From an optimization exercise on the open Yosys and OpenROAD flow, aimed at small area, a short achievable clock period and few clock cycles; shortcuts taken in it are not production practice.
Only simulation tests tie the RTL to the original design; equivalence was not proved.
No activity file was given, so power comes from the tool's default toggle rates.

## ECE564MyDesign
module ECE564MyDesign
	    (
            input  wire               xxx__dut__run            ,
            output reg                dut__xxx__busy           ,
            input  wire               clk                      ,
            input  wire               reset_b                  ,
            output reg  [11:0]        dut__sram__write_address  ,
            output reg  [15:0]        dut__sram__write_data     ,
            output reg                dut__sram__write_enable   ,
            output wire [11:0]        dut__sram__read_address   ,
            input  wire [15:0]        sram__dut__read_data      ,
            output wire [11:0]        dut__gmem__read_address   ,
            input  wire [15:0]        gmem__dut__read_data      ,
            output wire [11:0]        dut__tanhmem__read_address     ,
            input  wire [15:0]        tanhmem__dut__read_data
            );
function [71:0] csa;
	input [35:0] x, y, z;
	begin
		csa = {(x & y) | (x & z) | (y & z), x ^ y ^ z};
	end
endfunction
function [23:0] brec;
	input [15:0] y;
	integer k;
	reg [2:0] d;
	begin
		for (k = 0; k < 8; k = k + 1) begin
			d = (k == 0) ? {y[1:0], 1'b0} : y[2*k-1 +: 3];
			brec[k]      = d[1] ^ d[0];
			brec[8 + k]  = (d == 3'b011) | (d == 3'b100);
			brec[16 + k] = d[2] & ~(d[1] & d[0]);
		end
	end
endfunction
function [71:0] booth8;
	input [15:0] x;
	input [23:0] yr;
	integer k;
	reg [7:0]  ng;
	reg [16:0] mag, pk;
  ...
For scale: roughly 280 flip-flops, ~20000 µm² of cells after synthesis.
==> flow/config.mk <==
export PLATFORM = sky130hd
export DESIGN_NAME = ECE564MyDesign
export DESIGN_NICKNAME = ECE564MyDesign
export VERILOG_FILES = /design/flow/design.v
export SDC_FILE = /design/flow/constraint.sdc
export NUM_CORES = 4
export LEC_CHECK = 0
export ABC_CLOCK_PERIOD_IN_PS = 3500
export CAP_MARGIN = 20
export CORE_MARGIN = 2
export CORE_UTILIZATION = 60
export CTS_BUF_LIST = sky130_fd_sc_hd__clkbuf_8 sky130_fd_sc_hd__clkbuf_16
export CTS_CLUSTER_DIAMETER = 120
export CTS_CLUSTER_SIZE = 24
export SLEW_MARGIN = 20
==> flow/constraint.sdc <==
create_clock -name core_clock -period 11.0 [get_ports {clk}]
set_input_delay 2.2000 -clock core_clock [delete_from_list [all_inputs] [get_ports {clk}]]
set_output_delay 2.2000 -clock core_clock [all_outputs]
set_load 0.01 [all_outputs]
standard.sh (not shown) runs the stock make flow with config.mk's settings and CLKGATE_MAP_FILE= SYNTH_SCRIPT=/design/flow/synth_recipe.tcl, a recipe that flattens the netlist after the stock synthesis.
==> flow/flow/run.sh <==
#!/bin/bash
# Standard layout (the standard.sh, the design's constraint.sdc), with
#  - the port buffers made with the smallest plain buffer.
set -euo pipefail
bash standard.sh SETUP_SLACK_MARGIN=7.6 \
  "BUFFER_PORTS_ARGS=-buffer_cell sky130_fd_sc_hd__buf_1" \
  finish > flow_standard.log 2>&1
Testbench counts at the start, summed over its fixed seeds: cycles 98,784.
Rerun with:
--- a/flow/flow/run.sh
+++ b/flow/flow/run.sh
@@ -4,3 +4,3 @@
 set -euo pipefail
-bash standard.sh SETUP_SLACK_MARGIN=7.6 \
+bash standard.sh SETUP_SLACK_MARGIN=7.2 \
   "BUFFER_PORTS_ARGS=-buffer_cell sky130_fd_sc_hd__buf_1" \
Effect: Core utilization shrinks by 0.75 points. Via count grows by 0.34%. Die area is unchanged. Routed wire length barely changes. Final cell count hardly moves. Cell area is lower by 1.2%.
Rerun with:
--- a/flow/flow/run.sh
+++ b/flow/flow/run.sh
@@ -4,3 +4,3 @@
 set -euo pipefail
-bash standard.sh SETUP_SLACK_MARGIN=7.2 \
+bash standard.sh SETUP_SLACK_MARGIN=7.7 \
   "BUFFER_PORTS_ARGS=-buffer_cell sky130_fd_sc_hd__buf_1" \
- CORE_UTILIZATION: 60 -> 70
Result: The new run ran to the end with no violations; power grows by about 4%; final cell count shrinks by 2.2%; area after synthesis does not change.
Rerun with:
- CORE_UTILIZATION: 70 -> 60
=> Wire length came out higher by 2.6%; non-clock buffer count came out higher by 1; power stays flat; via count came out lower by 0.81%; clock-buffer cell count is unchanged; worst setup slack degrades by 0.0052 ns.
Rerun with:
--- a/flow/flow/run.sh
+++ b/flow/flow/run.sh
@@ -4,3 +4,3 @@
 set -euo pipefail
-bash standard.sh SETUP_SLACK_MARGIN=7.7 \
+bash standard.sh SETUP_SLACK_MARGIN=8.0 \
   "BUFFER_PORTS_ARGS=-buffer_cell sky130_fd_sc_hd__buf_1" \
The changed run produced a clean layout. Hold slack improved by 0.090 ns. Register-to-register slack improved by 0.12 ns. Non-clock buffer count rises by 162. Cell area rises by 14%. Maximum frequency rises by 2.7%. Clock-buffer cell count is unchanged. Combinational power rises by 19%. Via count rises by 7.5%. Routed wire length rises by 12%. Total power rises by 13%.
Rerun with:
--- a/flow/flow/run.sh
+++ b/flow/flow/run.sh
@@ -4,3 +4,3 @@
 set -euo pipefail
-bash standard.sh SETUP_SLACK_MARGIN=8.0 \
+bash standard.sh SETUP_SLACK_MARGIN=7.7 \
   "BUFFER_PORTS_ARGS=-buffer_cell sky130_fd_sc_hd__buf_1" \
- CORE_UTILIZATION: 60 -> 50
What happened: Utilization fell by 18 points; critical path depth does not change; register-to-register slack got worse by 0.06 ns.

* * *

Another version of the RTL of ECE564MyDesign (not shown whole).
Size in the first run: about 2100 cells after synthesis, ~280 flip-flops, ~120 I/O pins, roughly 20000 um^2 of cells after synthesis.
==> flow/config.mk <==
export PLATFORM = sky130hd
export DESIGN_NAME = ECE564MyDesign
export DESIGN_NICKNAME = ECE564MyDesign
export VERILOG_FILES = /design/flow/design.v
export SDC_FILE = /design/flow/constraint.sdc
export NUM_CORES = 4
export LEC_CHECK = 0
export ABC_CLOCK_PERIOD_IN_PS = 3500
export CAP_MARGIN = 20
export CORE_MARGIN = 2
export CORE_UTILIZATION = 60
export CTS_BUF_LIST = sky130_fd_sc_hd__clkbuf_8 sky130_fd_sc_hd__clkbuf_16
export CTS_CLUSTER_DIAMETER = 120
export CTS_CLUSTER_SIZE = 24
export SLEW_MARGIN = 20
==> flow/constraint.sdc <==
create_clock -name core_clock -period 11.0 [get_ports {clk}]
set_input_delay 2.2000 -clock core_clock [delete_from_list [all_inputs] [get_ports {clk}]]
set_output_delay 2.2000 -clock core_clock [all_outputs]
set_load 0.01 [all_outputs]
==> flow/flow/run.sh <==
#!/bin/bash
# Standard layout (the standard.sh, the design's constraint.sdc), with
#  - the port buffers made with the smallest plain buffer.
set -euo pipefail
bash standard.sh SETUP_SLACK_MARGIN=7 \
  "BUFFER_PORTS_ARGS=-buffer_cell sky130_fd_sc_hd__buf_1" \
  finish > flow_standard.log 2>&1
Testbench counts at the start, summed over its fixed seeds: cycles 98,784.
Edit:
--- a/flow/flow/run.sh
+++ b/flow/flow/run.sh
@@ -5 +5 @@
-bash standard.sh SETUP_SLACK_MARGIN=7 \
+bash standard.sh SETUP_SLACK_MARGIN=6.8 \
After rerunning:
- synthesized area stays the same
- final area stays flat
- die area does not change

[port drivers added, routing unchanged]
No port has a modelled driver above. Below, the same layouts with a new extraction and two added sets of constraints.
Step 1: set_driving_cell puts a clkbuf_16 on clk and a buf_2 on each other input, an assumption about the parent block.
Step 2 adds t to the input delays and takes it off the output delays; t is the mean of the earliest and latest rising clock arrival at the registers after step 1. Input paths then give back, and output paths get back, about the clock's delay inside the block.
Three values: ideal ports, drivers, drivers and shift; two values: the first two.
run	t (ns)	slack for setup (ns)	clock arrival spread, ns
the first run of note 1	0.561	7.650 / 7.595 / 7.752	0.016 / 0.015
the second run of note 1	0.556	7.408 / 7.408 / 7.408	0.020 / 0.020
the third run of note 1	0.546	7.737 / 7.683 / 7.779	0.025 / 0.025
the fourth run of note 1	0.554	7.732 / 7.690 / 7.732	0.015 / 0.015
the fifth run of note 1	0.545	7.818 / 7.767 / 7.847	0.018 / 0.018
the sixth run of note 1	0.571	7.740 / 7.685 / 7.794	0.017 / 0.017
the first run of note 2	0.546	7.211 / 7.211 / 7.211	0.012 / 0.013
the second run of note 2	0.546	7.130 / 7.130 / 7.130	0.010 / 0.010
After both steps setup and hold are still met in every run listed.
